This is an optimization exercise on Yosys and OpenROAD, whose aim is small area and a short achievable clock period, not a production implementation.
At most, simulation tests tie the RTL to the original design; equivalence was not proved.
For runs 2 to 4, only the layout was checked, not whether the RTL still works.
Power figures rest on the tool's default switching activity, not on a simulated workload.

### design/flow/constraint.sdc
create_clock -name core_clock -period 5.5 [get_ports {clk}]
set_input_delay 1.1000 -clock core_clock [delete_from_list [all_inputs] [get_ports {clk}]]
set_output_delay 1.1000 -clock core_clock [all_outputs]
set_load 0.01 [all_outputs]
### design/flow/run.sh
#!/bin/bash
# synth_recipe.tcl (not shown) runs the flow's synth.tcl, then flattens the netlist and writes it again
# the make line also repeats each setting of config.mk as NAME=value (left out here)
make -C /OpenROAD-flow-scripts/flow DESIGN_CONFIG=/design/flow/config.mk WORK_HOME=/design/flow/orfs CLKGATE_MAP_FILE= SYNTH_SCRIPT=/design/flow/synth_recipe.tcl finish
### design/flow/config.mk
export PLATFORM = sky130hd
export DESIGN_NAME = bist
export DESIGN_NICKNAME = bist
export VERILOG_FILES = /design/flow/design.v
export SDC_FILE = /design/flow/constraint.sdc
export NUM_CORES = 4
export LEC_CHECK = 0
export CAP_MARGIN = 20
export CORE_MARGIN = 2
export CORE_UTILIZATION = 40
export SLEW_MARGIN = 20
### design/flow/design.v
module decoder (
    input  logic [2:0] q,
    output logic [7:0] data_t
);
    always_comb begin
        case (q)
            3'b000: data_t = 8'b10101010;
            3'b001: data_t = 8'b01010101;
            3'b010: data_t = 8'b11110000;
            3'b011: data_t = 8'b00001111;
            3'b100: data_t = 8'b00000000;
            3'b101: data_t = 8'b11111111;
            3'b110: data_t = 8'b11001100;
            default: data_t = 8'b00110011;
        endcase
    end
endmodule
module multiplexer #(parameter WIDTH = 8) (
    input  logic [WIDTH-1:0] normal_in,
    input  logic [WIDTH-1:0] bist_in,
    input  logic             NbarT,
    output logic [WIDTH-1:0] out
);
    assign out = NbarT ? bist_in : normal_in;
endmodule
module sram (
    input  logic [5:0] ramaddr,
    input  logic [7:0] ramin,
    input  logic       rwbar,
    input  logic       clk,
    input  logic       cs,
    output logic [7:0] ramout
);
    logic [7:0] ram [0:63];
    logic [5:0] addr_reg;
    always_ff @(posedge clk) begin
        if (cs) begin
            addr_reg <= ramaddr;
            if (!rwbar)
                ram[ramaddr] <= ramin;
        end
    end
    assign ramout = (cs && rwbar) ? ram[addr_reg] : 8'h00;
endmodule
module controller (
    input  logic clk,
    input  logic rst,
    input  logic start,
    input  logic cout,
    output logic NbarT,
    output logic ld
);
    typedef enum logic {RESET = 1'b0, TEST = 1'b1} state_t;
    state_t state;
    always_ff @(posedge clk) begin
        if (rst)
            state <= RESET;
        else begin
            case (state)
                RESET: state <= start ? TEST : RESET;
                TEST:  state <= cout  ? RESET : TEST;
            endcase
        end
    end
    assign NbarT = (state == TEST);
    assign ld    = (state == RESET);
endmodule
module comparator (
    input  logic [7:0] data_t,
    input  logic [7:0] ramout,
    output logic       gt,
    output logic       eq,
    output logic       lt
);
    assign gt = (data_t > ramout);
    assign eq = (data_t == ramout);
    assign lt = (data_t < ramout);
endmodule
module counter #(parameter length = 10) (
    input  logic              clk,
    input  logic              cen,
    input  logic              ld,
    input  logic              u_d,
    input  logic [length-1:0] d_in,
    output logic [length-1:0] q,
    output logic              cout
);
    always_ff @(posedge clk) begin
        if (cen) begin
            if (ld)
                q <= d_in;
            else if (u_d)
                q <= q + 1;
            else
                q <= q - 1;
        end
    end
    assign cout = (u_d) ? (&q) : (~|q);
endmodule
module bist #(
    parameter size   = 6,
    parameter length = 8
) (
    input  logic             clk,
    input  logic             rst,
    input  logic             start,
    input  logic             csin,
    input  logic             rwbarin,
    input  logic             opr,
    input  logic [size-1:0]  address,
    input  logic [length-1:0] datain,
    output logic [length-1:0] dataout,
    output logic              fail
);
    logic       cen;    
    logic       u_d;    
    logic [9:0] d_in;   
    assign cen  = 1'b1;
    assign u_d  = 1'b1;
    assign d_in = 10'b0;
    logic [9:0] q;
    logic       cout;
    logic       NbarT;
    logic       ld;
    logic [7:0] data_t;
    logic [5:0] addr_mux;
    logic [7:0] data_mux;
    logic [7:0] ramout;
    logic       eq, gt, lt;
    logic rwbar_temp;  
    logic cs_wire;     
    assign rwbar_temp = NbarT ? q[6] : rwbarin;
    assign cs_wire    = NbarT ? 1'b1 : csin;
    controller ctrl (
        .clk   (clk),
        .rst   (rst),
        .start (start),
        .cout  (cout),
        .NbarT (NbarT),
        .ld    (ld)
    );
    counter #(.length(10)) cnt (
        .clk  (clk),
        .cen  (cen),
        .ld   (ld),
        .u_d  (u_d),
        .d_in (d_in),
        .q    (q),
        .cout (cout)
    );
    decoder dec (
        .q      (q[9:7]),
        .data_t (data_t)
    );
    multiplexer #(.WIDTH(size)) mux_a (
        .normal_in (address),
        .bist_in   (q[5:0]),
        .NbarT     (NbarT),
        .out       (addr_mux)
    );
    multiplexer #(.WIDTH(length)) mux_d (
        .normal_in (datain),
        .bist_in   (data_t),
        .NbarT     (NbarT),
        .out       (data_mux)
    );
    sram mem (
        .clk     (clk),
        .cs      (cs_wire),
        .rwbar   (rwbar_temp),
        .ramaddr (addr_mux),
        .ramin   (data_mux),
        .ramout  (ramout)
    );
    comparator cmp (
        .data_t (data_t),
        .ramout (ramout),
        .gt     (gt),
        .eq     (eq),
        .lt     (lt)
    );
    always_ff @(posedge clk) begin
        if (NbarT && rwbar_temp && ~eq && opr)
            fail <= 1'b1;
        else
            fail <= 1'b0;
    end
    assign dataout = ramout;
endmodule
==> metrics.md, run 1 <==
| Metric | Value |
|---|---|
| Finished Cell Area | 24100 um2 |
| Top post-synthesis cells by count | 518 x edfxtp_1, 131 x mux4_2, 89 x nor2_1 |
| Non-Filler Instances | 1850 |
| Main synth FF type | edfxtp_1 |
| Starting Density | between 40 and 50% |
| Ranking of synthesized cells by area | edfxtp_1 73%, mux4_2 14%, mux2i_1 1.9% |
| Worst VDD drop | 0.224 mV |
| Sequential area share after synthesis | 74.7% |
| First-pass GRT wire length | 73500 um |
| Fmax | 197 MHz |
| Core Rows | 84 |
| Asr flop ratio synth | 0% |
| IO Port Bufs | 28 |
| Area post-placement | approximately 22000 um2 |
| IO Count | 29 |
| Final ANT Viol Nets | 0 |
| CTS tree | done |
| Post-CTS Resized | 0 |
| Clk root buf | clkbuf_16 |
| Final hold slack | between 0.4 and 0.5 ns |
| XOR/XNOR share of the synthesized area | 0.740% |
| Clock latency (worst-skew pair) | 0.59 ns |
| Most common cell in the netlist | edfxtp_1 |
| Post-synth EDFFs | 518 |
| Sw Ratio | 22.6% |
| Setup TNS | 0 ns |
| Crit path buf inv count | 3 |
| Total GRT Usage | 18.2% |
| Initial DRC count | 1153 |
| Max Cap Viol | 0 |
| Vias in the first global route | 10546 |
| Final WS setup | 0.413 ns |
| Die Area | 55100 um2 |
| Area share of fa/ha/maj cells after synthesis | 0.0588% |
| TritonCTS Sinks | 536 |
| Clock skew | around 0.0090 ns |
| Setup violations, final | 0 |
| Clock buffer depth | 3 |
| CTS buffer count | 54 |
| Post-synth top area cell | edfxtp_1 |
| RSZ-0062 raised after global routing | false |
| PD cells | 369 nW/um2 |
| Synth warn | 5 |
| Worst Hold Launch | mem.addr_reg[2]$_DFFE_PN_ |
| Top cell type's share of synthesized area | roughly three quarters |
| Final nets | between 1000 and 1500 |
| P&R area growth vs syn | 13.2% |
| Total vias in the final route | 10418 |
| Cell count after placement | 1754 |
| Final worst path period need | 5.09 ns |
| Core box area | 52600 um2 |
| Leakage | approximately 7.5 nW |
| Depth of the most critical reg-to-reg path | 8 |
| H-tree levels | 2 |
| Distinct cells, synth | 54 |
| Register bit count reported by yosys | roughly 540 |
| Mapped Avg Cell Area | approximately 20 um2 |
| DP HPWL | 30500 um |
| Combinational Power Share | around 9.0% |
| WL per Instance | 26.9 um |
| Post-synth net total | 1087 |
| Area fraction in compound gates after synthesis | about 2.6% |
| Clock power frac | 39.1% |
| Worst Tran Pin Value | between 1 and 1.5 ns |
| Hold Path Stages | 2 |
| Relative slew slack | about 27% |
| Crit-path max FO | 40 |
| Die Ht | 235 um |
| Setup Slack @ Placement | approximately 0.83 ns |
| Slowest cell on crit path | dfxtp_4 |
| Endpoint type of the worst setup path | output port |
| Global placement routability congestion | 0.835 |
| Tcrit/Tclk final | 92.5% |
| Kind of cell adding the most delay to the critical path | buffers and inverters |
| P_sw | ~2 mW |
| CP Class | reg2out |
| Post-Syn Area | 21300 um2 |
| Crit path largest cell delay | 0.89 ns |
| Layout cells sized above 1 | 20.9% |
| Critical Path RT | 4.40 ns |
| Worst Path Arrival | roughly 4.0 ns |
| Worst R2R Setup Slack | 1.58 ns |
| Internal | approximately 7 mW |
| Slew Viols, Final | 0 |
| Crit-path cells | buf_12 -> mux4_2 -> mux2i_1 -> a21oi_1 -> a32oi_1 -> inv_1 -> clkdlybuf4s50_1 |
| Largest family of logic cells by synthesized area | multiplexers |
| Worst Hold Class | reg2reg |
| Antenna violations before repair | 0 |
| Reg power frac | 52.0% |
| Largest net degree at the start of global routing | 65 |
| Final hold vios | 0 |
| Crit Reg-Reg Endpoint | fail$_DFF_P_ |
| Postcts setup bufs | 0 |
| Drt drc | 0 |
| Vias/cell | 5.63 |
| First drt pass iteration count | 5 |
| Die X | 235 um |
| Synth Instances | between 1000 and 1500 |
| Status | timing/DRC/antenna clean |
| Simple-Gate Fraction of Synth Area | 4.22% |
| Hold Buf Count CTS | 0 |
| Critical path startpoint category | flop |
| Grt ovf | 0 |
| Antenna cells | 0 |
| Largest register FFs | between 500 and 600 |
| CTS clock-pin slew for the worst setup and hold paths | roughly 0.060 ns |
| Final wirelength | 49800 um |
| Multiplexer share of the synthesized area | between 10% and 20% |
==> metal layers <==
metal	vias up	routed length [um]	track usage (%)
li1	4503	-	-
met1	5508	21700	26.0
met2	343	24000	28.8
met3	64	3000	3.22
met4	0	1180	5.10
met5	-	0	0
==> final cells by class <==
class / count / area, um2
clock buffers: 75 / 1520
clock inverters: 21 / 146
fillers: 4427 / 28400
inverters: 10 / 37.5
multi-input cells: 469 / 5120
flip-flops and latches: 536 / 15900
well taps: 688 / 861
repair buffers: 51 / 503
==> cells in the final DEF, fill, tap and decap left out, drive strengths merged, types with 3 or more instances in the layout <==
cell	instances
edfxtp	518
mux4	132
nor2	89
clkbuf	75
mux2i	40
nand2	32
clkdlybuf4s50	28
buf	23
a22oi	22
a21oi	21
nand3	19
dfxtp	18
clkinv	17
xnor2	15
and2	12
inv	10
nor2b	9
o22ai	9
a211oi	7
mux2	5
nand3b	4
and3	4
o21ai	4
and3b	3
a21boi	3
o211ai	3
nand2b	3
xor2	3
==> logic make-up (layout without fill, tap and decap cells) <==
| group | count (synthesis) | count (layout) |
|---|---|---|
| flops | 536 | 536 |
| simple gates | 192 | 192 |
| mux | 177 | 177 |
| compound gates | 81 | 81 |
| buf+inv | 61 | 157 |
| xor+xnor | 18 | 18 |
| fa+ha+maj | 1 | 1 |
==> power groups by stage <==
stage          clock network [mW]  logic [mW]  registers [mW]
2_1_floorplan                   0       0.567            4.64
3_3_place_gp                    0       0.799            4.72
3_5_place_dp                    0       0.807            4.72
4_1_cts                      3.55       0.810            4.63
5_1_grt                      3.71       0.847            4.64
6_report                     3.48       0.798            4.63
==> worst register-to-register path, cell delays in order, from the launching register on <==
cell     delay (ns)
dfxtp_4        0.89
buf_4          0.50
mux4_2         0.57
mux4_2         0.54
a22oi_2        0.19
o21ai_2        0.13
or4_1          0.63
a22oi_1        0.24
a31oi_1        0.10
==> worst max path at each step <==
| stage | start | endpoint | slack [ns] | depth (start not counted) |
|---|---|---|---|---|
| 6_report | flop | dataout[7] | 0.41 | 7 |
| 5_1_grt | flop | dataout[7] | 0.09 | 7 |
| 4_1_cts | flop | dataout[6] | 0.26 | 6 |
| 3_5_place_dp | rwbarin | dataout[6] | 0.83 | 7 |
| 3_3_place_gp | csin | dataout[6] | 0.87 | 7 |
| 2_1_floorplan | ctrl.state$_SDFF_PP0_ | mem.ram[0][1]$_DFFE_PP_ | 1.88 | 5 |
==> metrics by stage <==
step / utilization [%] / power [mW]
after floorplan: - / 5.21
after global routing: 45.9 / 9.19
after detailed placement: 42.7 / 5.53
after CTS: 45.9 / 8.99
after global placement: 42.7 / 5.51
final: 45.9 / 8.90
==> inputs of run 2 (changes only) <==
==> design/flow/design.v (replaced) <==
module bist #(
    parameter size   = 6,
    parameter length = 8
) (
    input  logic             clk,
    input  logic             rst,
    input  logic             start,
    input  logic             csin,
    input  logic             rwbarin,
    input  logic             opr,
    input  logic [size-1:0]  address,
    input  logic [length-1:0] datain,
    output logic [length-1:0] dataout,
    output logic              fail
);
    logic       test;
    logic [9:0] k;
    always_ff @(posedge clk) begin
        if (rst)
            test <= 1'b0;
        else if (!test)
            test <= start;
        else if (&k)
            test <= 1'b0;
        k <= test ? k + 10'd1 : 10'd0;
    end
    logic [7:0] pat;
    always_comb begin
        case (k[9:7])
            3'd0: pat = 8'hAA;
            3'd1: pat = 8'h55;
            3'd2: pat = 8'hF0;
            3'd3: pat = 8'h0F;
            3'd4: pat = 8'h00;
            3'd5: pat = 8'hFF;
            3'd6: pat = 8'hCC;
            default: pat = 8'h33;
        endcase
    end
    logic       cs, rw;
    logic [5:0] addr;
    logic [7:0] din;
    assign cs   = test | csin;
    assign rw   = test ? k[6] : rwbarin;
    assign addr = test ? k[5:0] : address;
    assign din  = test ? pat : datain;
    logic [63:0] sel;
    always_comb
        for (int w = 0; w < 64; w++)
            sel[w] = (addr == w[5:0]);
    logic [7:0] mem [0:63];
    always_ff @(posedge clk)
        for (int w = 0; w < 64; w++)
            if (cs && !rw && sel[w])
                mem[w] <= din;
    logic [7:0] rd;
    always_comb begin
        rd = 8'h00;
        for (int w = 0; w < 64; w++)
            rd = rd | (mem[w] & {8{sel[w]}});
    end
    logic [7:0] rdata;
    always_ff @(posedge clk)
        if (cs)
            rdata <= rw ? rd : din;
    assign dataout = (cs && rw) ? rdata : 8'h00;
    always_ff @(posedge clk)
        fail <= test && k[6] && opr && (rdata != pat);
endmodule
==> run 2 against run 1 <==
- sequential power is 2% lower
- non-clock buffer count is 114 higher
- register-to-register slack worse by 0.27 ns
- critical path depth increased by 2
- total power down 0.54%
- clock skew up 0.019 ns
- critical endpoint is now rdata[0]$_DFFE_PN_
- highest routed layer is now met5
==> metrics.md, run 2 <==
| Metric | Value |
|---|---|
| Status | timing/DRC/antenna clean |
| Clock latency (worst-skew pair) | 0.62 ns |
| First drt pass iteration count | 11 |
| Die X | 233 um |
| Final hold vios | 0 |
| Final nets | 1468 |
| Die Area | 54300 um2 |
| Mapped Avg Cell Area | around 16 um2 |
| Largest register FFs | 512 |
| IO Count | 29 |
| Largest register by flop count | mem |
| Slew Viols, Final | 0 |
| IO Port Bufs | 28 |
| Setup Slack @ Placement | 0.689 ns |
| Post-layout util | 47.8% |
| Most common cell in the netlist | edfxtp_1 |
| CTS buffer count | 54 |
| Antenna cells | 0 |
| CTS tree | done |
| Tcrit/Tclk final | 78.4% |
| Highest-count cells in the layout ignoring fill and taps | 520 x edfxtp_1, 133 x buf_4, 112 x a22oi_1 |
| Setup TNS | 0 ns |
| Worst Tran Pin Value | 1.16 ns |
| Slowest cell on crit path | or4_1 |
| Vias in the first global route | 13762 |
| Initial DRC count | between 3000 and 4000 |
| Main synth FF type | edfxtp_1 |
| Endpoint type of the worst setup path | flop |
| Crit-path max FO | 11 |
| Core box area | 51600 um2 |
| Final worst path period need | 4.31 ns |
| Register bit count reported by yosys | 532 |
| Leakage | 7.80 nW |
| Post-synth EDFFs | 520 |
| WL per Instance | 39.0 um |
| P&R area growth vs syn | 17.7% |
| Final wirelength | 84600 um |
| Distinct cells, synth | 61 |
| Critical Path RT | 5.87 ns |
| Total vias in the final route | 14826 |
| Worst Hold Class | reg2reg |
| Relative slew slack | 22.8% |
| Final WS setup | around 1.2 ns |
| Synth Instances | around 1300 |
| Grt ovf | 0 |
| Critical path startpoint category | primary input |
| CTS clock-pin slew for the worst setup and hold paths | around 0.070 ns |
| PD cells | between 300 and 400 nW/um2 |
| Clock buffer depth | 3 |
| # fillers | 4371 |
| Final ANT Viol Nets | 0 |
| Global placement routability congestion | 1.04 |
| Non-Filler Instances | ~2200 |
| Cell count after placement | 2070 |
| Post-Syn Area | 21000 um2 |
| Sequential area share after synthesis | 75.6% |
| Post-CTS Resized | 0 |
| Die Ht | 233 um |
| Crit path largest cell delay | approximately 0.58 ns |
| Antenna violations before repair | 4 |
| Ranking of synthesized cells by area | edfxtp_1 74%, a22oi_1 4.0%, a22o_1 1.9% |
| Synth warn | 2 |
| Layout cells sized above 1 | 15.9% |
| Top cell type's share of synthesized area | 74.5% |
| Asr flop ratio synth | 0% |
| Post-synth net total | 1333 |
| Fmax | 232 MHz |
| Drt drc | 0 |
| Core Rows | 83 |
| Post-synth top area cell | edfxtp_1 |
| Leading cell type in the layout, fill and taps excluded | edfxtp_1 |
| Clk root buf | clkbuf_16 |
| Worst VDD drop | 0.220 mV |
| Vias/cell | slightly below 7 |
| RSZ-0062 raised after global routing | false |
| Total GRT Usage | 31.4% |
| CP Class | in2reg |
| Clock skew | 0.0277 ns |
| Setup violations, final | 0 |
| Worst Path Arrival | 4.69 ns |
| First-pass GRT wire length | 115000 um |
| Starting Density | just over 40% |
| Hold Buf Count CTS | 0 |
| DP HPWL | about 58000 um |
| Postcts setup bufs | 0 |
| Largest net degree at the start of global routing | 66 |
| Crit-path cells | clkdlybuf4s50_1 -> nand3b_1 -> nand2_1 -> buf_4 -> a22o_1 -> a32oi_1 -> nand4_1 -> or4_1 -> o32a_1 |
| H-tree levels | 2 |
| Top post-synthesis cells by count | 520 x edfxtp_1, 112 x a22oi_1, 69 x nand2_1 |
| Max Cap Viol | 0 |
| TritonCTS Sinks | 532 |
-- run 2: path summary, 6_finish.rpt --
check / from / endpoint / slack [ns] / cells after the start
min: k[0]$_SDFF_PN0_ / k[0]$_SDFF_PN0_ / 0.57 / 1
max reg2reg: test$_SDFF_PP0_ / rdata[0]$_DFFE_PN_ / 1.31 / 8
max: address[4] / rdata[0]$_DFFE_PN_ / 1.19 / 9
min reg2reg: k[0]$_SDFF_PN0_ / k[0]$_SDFF_PN0_ / 0.57 / 1
-- run 2: power by group --
| group | internal [mW] | switching, mW | leakage, nW | total, mW |
|---|---|---|---|---|
| combinational | 0.136 | 0.393 | 2.17 | 0.529 |
| clock | 2.21 | 1.57 | 0.866 | 3.78 |
| sequential | 4.51 | 0.0334 | 4.77 | 4.55 |
| total | 6.86 | 2.00 | 7.80 | 8.86 |
-- run 2: metal layers --
layer	GRT usage [%]	wire, um	vias up
li1	-	-	5745
met1	41.7	30100	7389
met2	44.3	35200	1374
met3	10.5	12800	312
met4	20.0	6520	6
met5	0	36	-
-- run 2: logic make-up (layout without fill, tap and decap cells) --
kind of cell	Yosys count	count (layout)	share of synthesized area, %
adders and majority gates	2	2	0.119
buffers and inverters	93	273	1.99
muxes	5	5	0.257
AOI/OAI and AO/OA	345	345	13.4
xor gates and xnor gates	15	15	0.627
DFF	532	532	75.6
and+or+nand+nor	319	319	7.97
-- run 2: layout make-up --
cell class	instances	area, um2	area share [%]
timing repair buffer	165	1360	5.52
multi-input combinational	686	4770	19.4
sequential	532	15900	64.3
clock buffer	68	1430	5.78
inverter	7	26.3	0.107
clock inverter	33	370	1.50
tap	680	851	3.45
-- run 2: critical path: cells and delay by family --
family          cells  cell delay, ns
buf+inv             2            0.84
simple gates        4            1.84
compound gates      3            0.89
-- run 2: metrics by stage --
step	hold WS [ns]	total power [mW]	instance area, um2
after floorplan	0.464	4.85	21000
after global placement	0.537	5.12	22800
after detailed placement	0.546	5.13	22900
after CTS	0.567	8.83	24700
after global routing	0.583	9.03	24700
final	0.568	8.86	24700
==> inputs of run 3 (changes only) <==
--- a/design/flow/design.v
+++ b/design/flow/design.v
@@ -1,2 +1,17 @@
+module decoder (
+    input  logic [5:0]  addr,
+    output logic [63:0] sel
+);
+    always_comb
+        for (int w = 0; w < 64; w++)
+            sel[w] = (addr == w[5:0]);
+endmodule
+module multiplexer (
+    input  logic [63:0] d,
+    input  logic [63:0] sel,
+    output logic        out
+);
+    assign out = |(d & sel);
+endmodule
 module bist #(
     parameter size   = 6,
@@ -46,7 +61,5 @@
     assign din  = test ? pat : datain;
     logic [63:0] sel;
-    always_comb
-        for (int w = 0; w < 64; w++)
-            sel[w] = (addr == w[5:0]);
+    decoder dec (.addr(addr), .sel(sel));
     logic [7:0] mem [0:63];
     always_ff @(posedge clk)
@@ -55,8 +68,10 @@
                 mem[w] <= din;
     logic [7:0] rd;
-    always_comb begin
-        rd = 8'h00;
-        for (int w = 0; w < 64; w++)
-            rd = rd | (mem[w] & {8{sel[w]}});
+    for (genvar b = 0; b < 8; b++) begin : g_rd
+        logic [63:0] col;
+        for (genvar w = 0; w < 64; w++) begin : g_w
+            assign col[w] = mem[w][b];
+        end
+        multiplexer mux (.d(col), .sel(sel), .out(rd[b]));
     end
     logic [7:0] rdata;
--- a/design/flow/config.mk
+++ b/design/flow/config.mk
@@ -9,3 +9,6 @@
 export CORE_MARGIN = 2
 export CORE_UTILIZATION = 40
+export CTS_BUF_LIST = sky130_fd_sc_hd__clkbuf_4 sky130_fd_sc_hd__clkbuf_8
+export SETUP_SLACK_MARGIN = 2.5
 export SLEW_MARGIN = 20
+export SYNTH_HIERARCHICAL = 1
==> run 3 against run 2 <==
- clock power fell by 14%
- global-route usage shrank 12 points
- critical path type unchanged
- design area rose by 0.33%
- highest routed layer is now met4
- sequential share of layout area fell by 0.21 points
- register-to-register slack better by 0.94 ns
- hold slack got worse by 0.076 ns
- clock skew shrank 0.0079 ns
==> metrics.md, run 3 <==
| Metric | Value |
|---|---|
| WL per Instance | 26.1 um |
| Sequential area share after synthesis | 77.1% |
| Layout cells sized above 1 | between 30% and 40% |
| Core Rows | 83 |
| Die Ht | 231 um |
| Global placement routability congestion | 0.821 |
| Mapped Avg Cell Area | between 15 and 20 um2 |
| Synth Instances | about 1100 |
| Slew Viols, Final | 0 |
| Core box area | 51100 um2 |
| TritonCTS Sinks | 532 |
| Antenna violations before repair | 0 |
| Max Cap Viol | 0 |
| Ranking of synthesized cells by area | edfxtp_1 76%, a22o_1 5.5%, a221oi_2 4.7% |
| Tcrit/Tclk final | 60.4% |
| Relative slew slack | 35.2% |
| Post-synth net total | 1139 |
| Non-Filler Instances | 2020 |
| Vias in the first global route | 11570 |
| Most used cell, CP | mux2_4 |
| Drt drc | 0 |
| CTS buffer count | 87 |
| Asr flop ratio synth | 0% |
| Status | timing/DRC/antenna clean |
| Fmax | ~300 MHz |
| H-tree levels | 3 |
| Clock skew | 0.0198 ns |
| Post-synth top area cell | edfxtp_1 |
| Largest register FFs | 512 |
| PD cells | 337 nW/um2 |
| Synth warn | 9 |
| CTS clock-pin slew for the worst setup and hold paths | 0.06 ns |
| IO Port Bufs | 28 |
| Leakage | 7.89 nW |
| Die X | 231 um |
| Endpoint type of the worst setup path | flop |
| Crit-path cells | buf_8 -> mux2_4 -> or4b_4 -> nor2_4 -> a22o_1 -> a221oi_2 -> nand4_1 -> or4_4 -> mux2_4 |
| Crit path largest cell delay | 0.61 ns |
| Cell count after placement | 1816 |
| IO Count | 29 |
| Initial DRC count | between 900 and 1000 |
| RSZ-0062 raised after global routing | true |
| Largest register by flop count | mem |
| CP Class | in2reg |
| Worst Hold Class | reg2reg |
| Final wirelength | 52700 um |
| Distinct cells, synth | 47 |
| Clk root buf | clkbuf_8 |
| First drt pass iteration count | 5 |
| DP HPWL | just over 30000 um |
| P&R area growth vs syn | 20.4% |
| Worst Path Arrival | 3.72 ns |
| Total GRT Usage | 19.5% |
| Top post-synthesis cells by count | 520 x edfxtp_1, 129 x a22o_1, 81 x and2_1 |
| Grt ovf | 0 |
| Setup Slack @ Placement | 0.887 ns |
| Starting Density | 40.2% |
| First-pass GRT wire length | ~76000 um |
| Register bit count reported by yosys | 532 |
| Kind of cell adding the most delay to the critical path | simple AND/OR/NAND/NOR gates |
| Top cell type's share of synthesized area | between 70% and 80% |
| Worst VDD drop | about 0.15 mV |
| Crit-path max FO | 5 |
| CTS tree | done |
| Most common cell in the netlist | edfxtp_1 |
| Setup TNS | 0 ns |
| Final worst path period need | between 3 and 4 ns |
| Post-synth EDFFs | 520 |
| Highest-count cells in the layout ignoring fill and taps | 520 x edfxtp_1, 128 x a22o_1, 102 x a221oi_2 |
| Slowest cell on crit path | or4_4 |
| Vias/cell | 5.74 |
| Critical Path RT | ~5.9 ns |
| Post-Syn Area | 20600 um2 |
| Largest net degree at the start of global routing | 66 |
| Main synth FF type | edfxtp_1 |
| Clock buffer depth | 3 |
| Final hold vios | 0 |
| Die Area | 53200 um2 |
| Leading cell type in the layout, fill and taps excluded | edfxtp_1 |
| Crit path buf inv count | 1 |
| Final WS setup | 2.18 ns |
| Total vias in the final route | around 12000 |
| Clock latency (worst-skew pair) | 0.65 ns |
| Hold Buf Count CTS | 0 |
| Final nets | 1301 |
| Final ANT Viol Nets | 0 |
| Setup violations, final | 0 |
| Critical path startpoint category | primary input |
| Worst Tran Pin Value | 0.952 ns |
## run 3: changes by cell type after synthesis, moves of 29 or more
| cell | previous run | this run |
|---|---|---|
| a221oi_2 | 0 | 64 |
| nand2_1 | 69 | 4 |
| a22o_1 | 45 | 129 |
| a22oi_1 | 112 | 0 |
| clkbuf_1 | 47 | 18 |
| a222oi_1 | 34 | 0 |
| and2_1 | 29 | 81 |
## run 3: Yosys stat by module (local to each module, per instance)
module,cells inside,flops+latches
decoder,95,0
bist,726,532
multiplexer,37,0
## run 3: area by class of cell
cell class | count | area (um2)
Antenna cell | 1 | 2.50
Clock buffer | 111 | 1400
Clock inverter | 38 | 216
Fill cell | 4311 | 26300
Inverter | 5 | 18.8
Multi-Input combinational cell | 563 | 5490
Sequential cell | 532 | 15900
Tap cell | 680 | 851
Timing Repair Buffer | 90 | 906
## run 3: logic make-up (layout without fill, tap and decap cells)
kind of cell,count (synthesis),after routing,synth area share [%]
DFF,532,532,77.1
AOI/OAI and AO/OA,276,277,13.6
and+or+nand+nor,241,246,6.84
buffers and inverters,32,244,0.669
xor gates and xnor gates,17,17,0.724
muxes,17,21,0.937
adders and majority gates,2,2,0.122
other,0,1,0
## run 3: layer usage
| layer | GRT usage [%] | vias up | share of wire (%) |
|---|---|---|---|
| met2 | 29.9 | 435 | 46 |
| met1 | 26.4 | 5965 | 44 |
| met4 | 7.14 | 0 | 2.5 |
| met5 | 0 | - | 0 |
| li1 | - | 5116 | - |
| met3 | 5.61 | 79 | 7.7 |
## run 3: through the flow
stage | power, mW | cell area (um2) | hold WS [ns] | utilization [%]
final | 8.34 | 24800 | 0.492 | 48.4
after detailed placement | 5.05 | 21900 | 0.491 | 42.9
after floorplan | 4.85 | 20700 | 0.428 | -
after global placement | 5.04 | 21900 | 0.467 | 42.9
after CTS | 8.38 | 24500 | 0.503 | 48.0
after global routing | 8.61 | 24700 | 0.535 | 48.4
## run 3: worst reg2reg max path: stages, from the launching register on
cell and delay (ns):
dfxtp_4 0.37, buf_4 0.14, mux2_4 0.36, nand2b_4 0.13
buf_12 0.19, nor2_4 0.08, a22o_1 0.19, a221oi_2 0.30
nand4_1 0.35, or4_4 0.62, mux2_4 0.28
## run 3: final timing paths
path / from / endpoint / slack (ns) / depth (start not counted)
worst min register to register: k[0]$_SDFF_PN0_ / k[0]$_SDFF_PN0_ / 0.49 / 1
worst min-delay path: k[0]$_SDFF_PN0_ / k[0]$_SDFF_PN0_ / 0.49 / 1
worst max register to register: test$_SDFF_PP0_ / rdata[7]$_DFFE_PN_ / 2.25 / 10
worst max-delay path: address[5] / rdata[7]$_DFFE_PN_ / 2.18 / 9
## run 3: power breakdown
group	internal (mW)	switching [mW]	total (mW)	leakage, nW
Clock	1.75	1.51	3.25	0.845
Combinational	0.182	0.344	0.527	2.27
Sequential	4.53	0.0282	4.55	4.78
## run 3: what timing repair did
| action | in CTS | in global routing |
|---|---|---|
| gates cloned | 8 | 3 |
| pin swaps | 43 | 27 |
| buffers inserted | 36 | 7 |
| setup endpoints to repair | 528 | 113 |
| resized for setup | 188 | 43 |
==> inputs of run 4 (changes only) <==
--- a/design/flow/config.mk
+++ b/design/flow/config.mk
@@ -9,6 +9,5 @@
 export CORE_MARGIN = 2
 export CORE_UTILIZATION = 40
-export CTS_BUF_LIST = sky130_fd_sc_hd__clkbuf_4 sky130_fd_sc_hd__clkbuf_8
-export SETUP_SLACK_MARGIN = 2.5
+export SETUP_SLACK_MARGIN = 1.5
 export SLEW_MARGIN = 20
 export SYNTH_HIERARCHICAL = 1
==> run 4 against run 3 <==
- final cell count fell by 5.2%
- sequential power barely moved
- area after synthesis did not move
- register-to-register slack got worse by 0.50 ns
- die area did not move
- global-route usage fell by 0.81 points
- still clean
- setup slack got worse by 0.65 ns
- non-clock buffer count fell by 38
==> metrics.md, run 4 <==
| Metric | Value |
|---|---|
| Final worst path period need | 3.97 ns |
| Total vias in the final route | 11049 |
| First-pass GRT wire length | ~73000 um |
| Worst Path Arrival | 4.32 ns |
| Post-synth net total | ~1100 |
| RSZ-0062 raised after global routing | true |
| # fillers | approximately 4300 |
| Final ANT Viol Nets | 0 |
| Hold Buf Count CTS | 0 |
| Tcrit/Tclk final | 72.2% |
| Relative slew slack | 27.5% |
| Status | timing/DRC/antenna clean |
| First drt pass iteration count | 5 |
| Clk root buf | clkbuf_16 |
| Post-synth EDFFs | 520 |
| H-tree levels | 2 |
| Highest-count cells in the layout ignoring fill and taps | 520 x edfxtp_1, 128 x a22o_1, 81 x and2_1 |
| Post-Syn Area | 20600 um2 |
| Sw Ratio | 21.3% |
| Setup violations, final | 0 |
| Clock buffer depth | 3 |
| Worst Hold Class | reg2reg |
| Clock power frac | 40.8% |
| TritonCTS Sinks | 532 |
| IO Port Bufs | 28 |
| Clock skew | 0.0235 ns |
| Setup TNS | 0 ns |
| Fmax | 252 MHz |
| Synth Instances | between 1000 and 1500 |
| Final wirelength | 49600 um |
| Reg power frac | between 50% and 60% |
| Asr flop ratio synth | 0% |
| Worst Tran Pin Value | 1.08 ns |
| Most used cell, CP | mux2_2 |
| Reg area | roughly 16000 um2 |
| Depth of the most critical reg-to-reg path | 8 |
| Slowest cell on crit path | or4_1 |
| Internal | 6.60 mW |
| Main synth FF type | edfxtp_1 |
| PD cells | 356 nW/um2 |
| CTS tree | done |
| Synth warn | 9 |
| Largest net degree at the start of global routing | 66 |
| Crit-path max FO | 16 |
| Critical path startpoint category | primary input |
| Final WS setup | 1.53 ns |
| Global placement routability congestion | between 0.8 and 0.9 |
| Core Rows | 83 |
| Vias in the first global route | about 11000 |
| Initial DRC count | ~1300 |
| Setup Slack @ Placement | 0.761 ns |
| Ranking of synthesized cells by area | edfxtp_1 76%, a22o_1 5.5%, a221oi_2 4.7% |
| P_sw | 1.79 mW |
| Starting Density | 40.2% |
| Final hold vios | 0 |
| Grt ovf | 0 |
| Multi-input logic area | ~4700 um2 |
| CTS buffer count | 51 |
| Overall power | 8.39 mW |
| Die Ht | 231 um |
| Critical Path RT | about 6 ns |
| Leakage | around 7.4 nW |
| Antenna cells | 0 |
| Endpoint type of the worst setup path | flop |
| Die Area | approximately 53000 um2 |
| Die X | roughly 230 um |
| Top post-synthesis cells by count | 520 x edfxtp_1, 129 x a22o_1, 81 x and2_1 |
| CTS clock-pin slew for the worst setup and hold paths | 0.07 ns |
| WL per Instance | 25.9 um |
| P&R area growth vs syn | 14.6% |
| Max Cap Viol | 0 |
| Sequential area share after synthesis | 77.1% |
| Most common cell in the netlist | edfxtp_1 |
| CP Class | in2reg |
| Vias/cell | 5.77 |
| Post-synth top area cell | edfxtp_1 |
| Combinational Power Share | approximately 4.8% |
| Register bit count reported by yosys | between 500 and 600 |
| DP HPWL | about 32000 um |
| Slew Viols, Final | 0 |
| Antenna violations before repair | 1 |
| Layout cells sized above 1 | about 17% |
| Worst VDD drop | between 0.2 and 0.3 mV |
| Largest register FFs | 512 |
| Total GRT Usage | 18.7% |
| IO Count | 29 |
| Core box area | 51100 um2 |
| Crit-path cells | clkdlybuf4s50_1 -> mux2_2 -> or4b_1 -> nor2_1 -> a22o_1 -> a221oi_2 -> nand4_1 -> or4_1 -> mux2_2 |
| Leading cell type in the layout, fill and taps excluded | edfxtp_1 |
| Distinct cells, synth | 47 |
| Crit path largest cell delay | roughly 0.59 ns |
| Mapped Avg Cell Area | 18.4 um2 |
| Top cell type's share of synthesized area | 76.0% |
| Final nets | 1217 |
| Hold Path Stages | 1 |
| Largest register by flop count | mem |
| Clock latency (worst-skew pair) | roughly 0.6 ns |
| Drt drc | 0 |
-- run 4: cell counts after synthesis --
No cell type changed its count.
-- run 4: final timing paths --
kind	start	endpoint	slack, ns
max	address[4]	rdata[3]$_DFFE_PN_	1.53
min reg2reg	k[0]$_SDFF_PN0_	k[0]$_SDFF_PN0_	0.46
min	k[0]$_SDFF_PN0_	k[0]$_SDFF_PN0_	0.46
max reg2reg	test$_SDFF_PP0_	rdata[3]$_DFFE_PN_	1.75
-- run 4: power groups by stage --
stage,sequential (mW),clock (mW),combinational (mW)
finish,4.56,3.42,0.405
global route,4.56,3.63,0.431
CTS,4.55,3.48,0.401
detailed placement,4.64,0,0.398
global placement,4.64,0,0.392
floorplan,4.63,0,0.208
-- run 4: cell families (layout without fill, tap and decap cells) --
logic type,Yosys count,after routing,synth area share (%)
xor+xnor,17,17,0.724
compound gates,276,276,13.6
buf+inv,32,150,0.669
mux,17,17,0.937
fa+ha+maj,2,2,0.122
simple gates,241,241,6.84
flops,532,532,77.1
-- run 4: Yosys stat by module (local to each module, per instance) --
module	flip-flops and latches	area, um2
bist	532	17200
decoder	0	465
multiplexer	0	363
-- run 4: metal layers --
layer / up-vias / track usage (%) / wire (um)
met2: 335 / 28.8 / 23100
met5: - / 0 / 0
li1: 4921 / - / -
met3: 73 / 3.73 / 3210
met4: 0 / 5.75 / 1090
met1: 5720 / 26.8 / 22200
-- run 4: through the flow --
step                      util [%]  std cells  cell area (um2)  hold slack [ns]
after detailed placement      42.7       1819            21800            0.449
after global routing          46.1       1915            23600            0.496
after global placement        42.7       1819            21800            0.446
final                         46.1       1915            23600            0.465
after floorplan                  -       1117            20600            0.428
after CTS                     45.9       1913            23500            0.464
-- run 4: what timing repair did --
| item | in CTS | in global routing |
|---|---|---|
| setup buffers | 1 | 0 |
| pin swaps | 2 | 1 |
| resized for setup | 6 | 13 |
| setup endpoints to repair | 8 | 12 |
-- run 4: layout make-up --
class	count	share of cell area [%]
Clock buffer	66	5.65
Inverter	5	0.0796
Multi-Input combinational cell	553	20.1
Sequential cell	532	67.3
Clock inverter	27	1.17
Timing Repair Buffer	52	2.09
Tap cell	680	3.61
-- run 4: worst max-delay path, delay by kind of cell --
kind / cells / cell delay [ns]
AO/OA/AOI/OAI: 2 / 0.62
buffers and inverters: 1 / 0.53
AND/OR/NAND/NOR: 4 / 1.44
multiplexers: 2 / 0.62

## static timing again, ports no longer ideal
In the flow no input, the clock included, has a driving cell. The finished layouts below were timed again as built, in two steps. Step 1 (the two cells are an assumption about what drives the block):
set clk [get_ports {clk}]
set_driving_cell -lib_cell sky130_fd_sc_hd__clkbuf_16 $clk
set_driving_cell -lib_cell sky130_fd_sc_hd__buf_2 [delete_from_list [all_inputs] $clk]
Step 2, shift: input delay + t, output delay - t, t = (earliest + latest rising clock arrival at the registers) / 2. This alone moves slack from input paths to output paths. a / b / c = ideal ports / drivers / drivers and shift; a / b = the first two.
run	t, ns	setup WS [ns]	pins driven straight from the clock port
run 1	0.645	0.413 / 0.356 / 0.820	1
run 2	0.666	1.186 / 1.219 / 0.553	1
run 3	0.699	2.176 / 2.189 / 1.490	1
run 4	0.646	1.531 / 1.556 / 0.910	1
After both steps setup and hold are still met in every run listed. The setup slack of run 3, which loses most, moves by +0.013 ns with the drivers and by -0.686 ns with both steps.
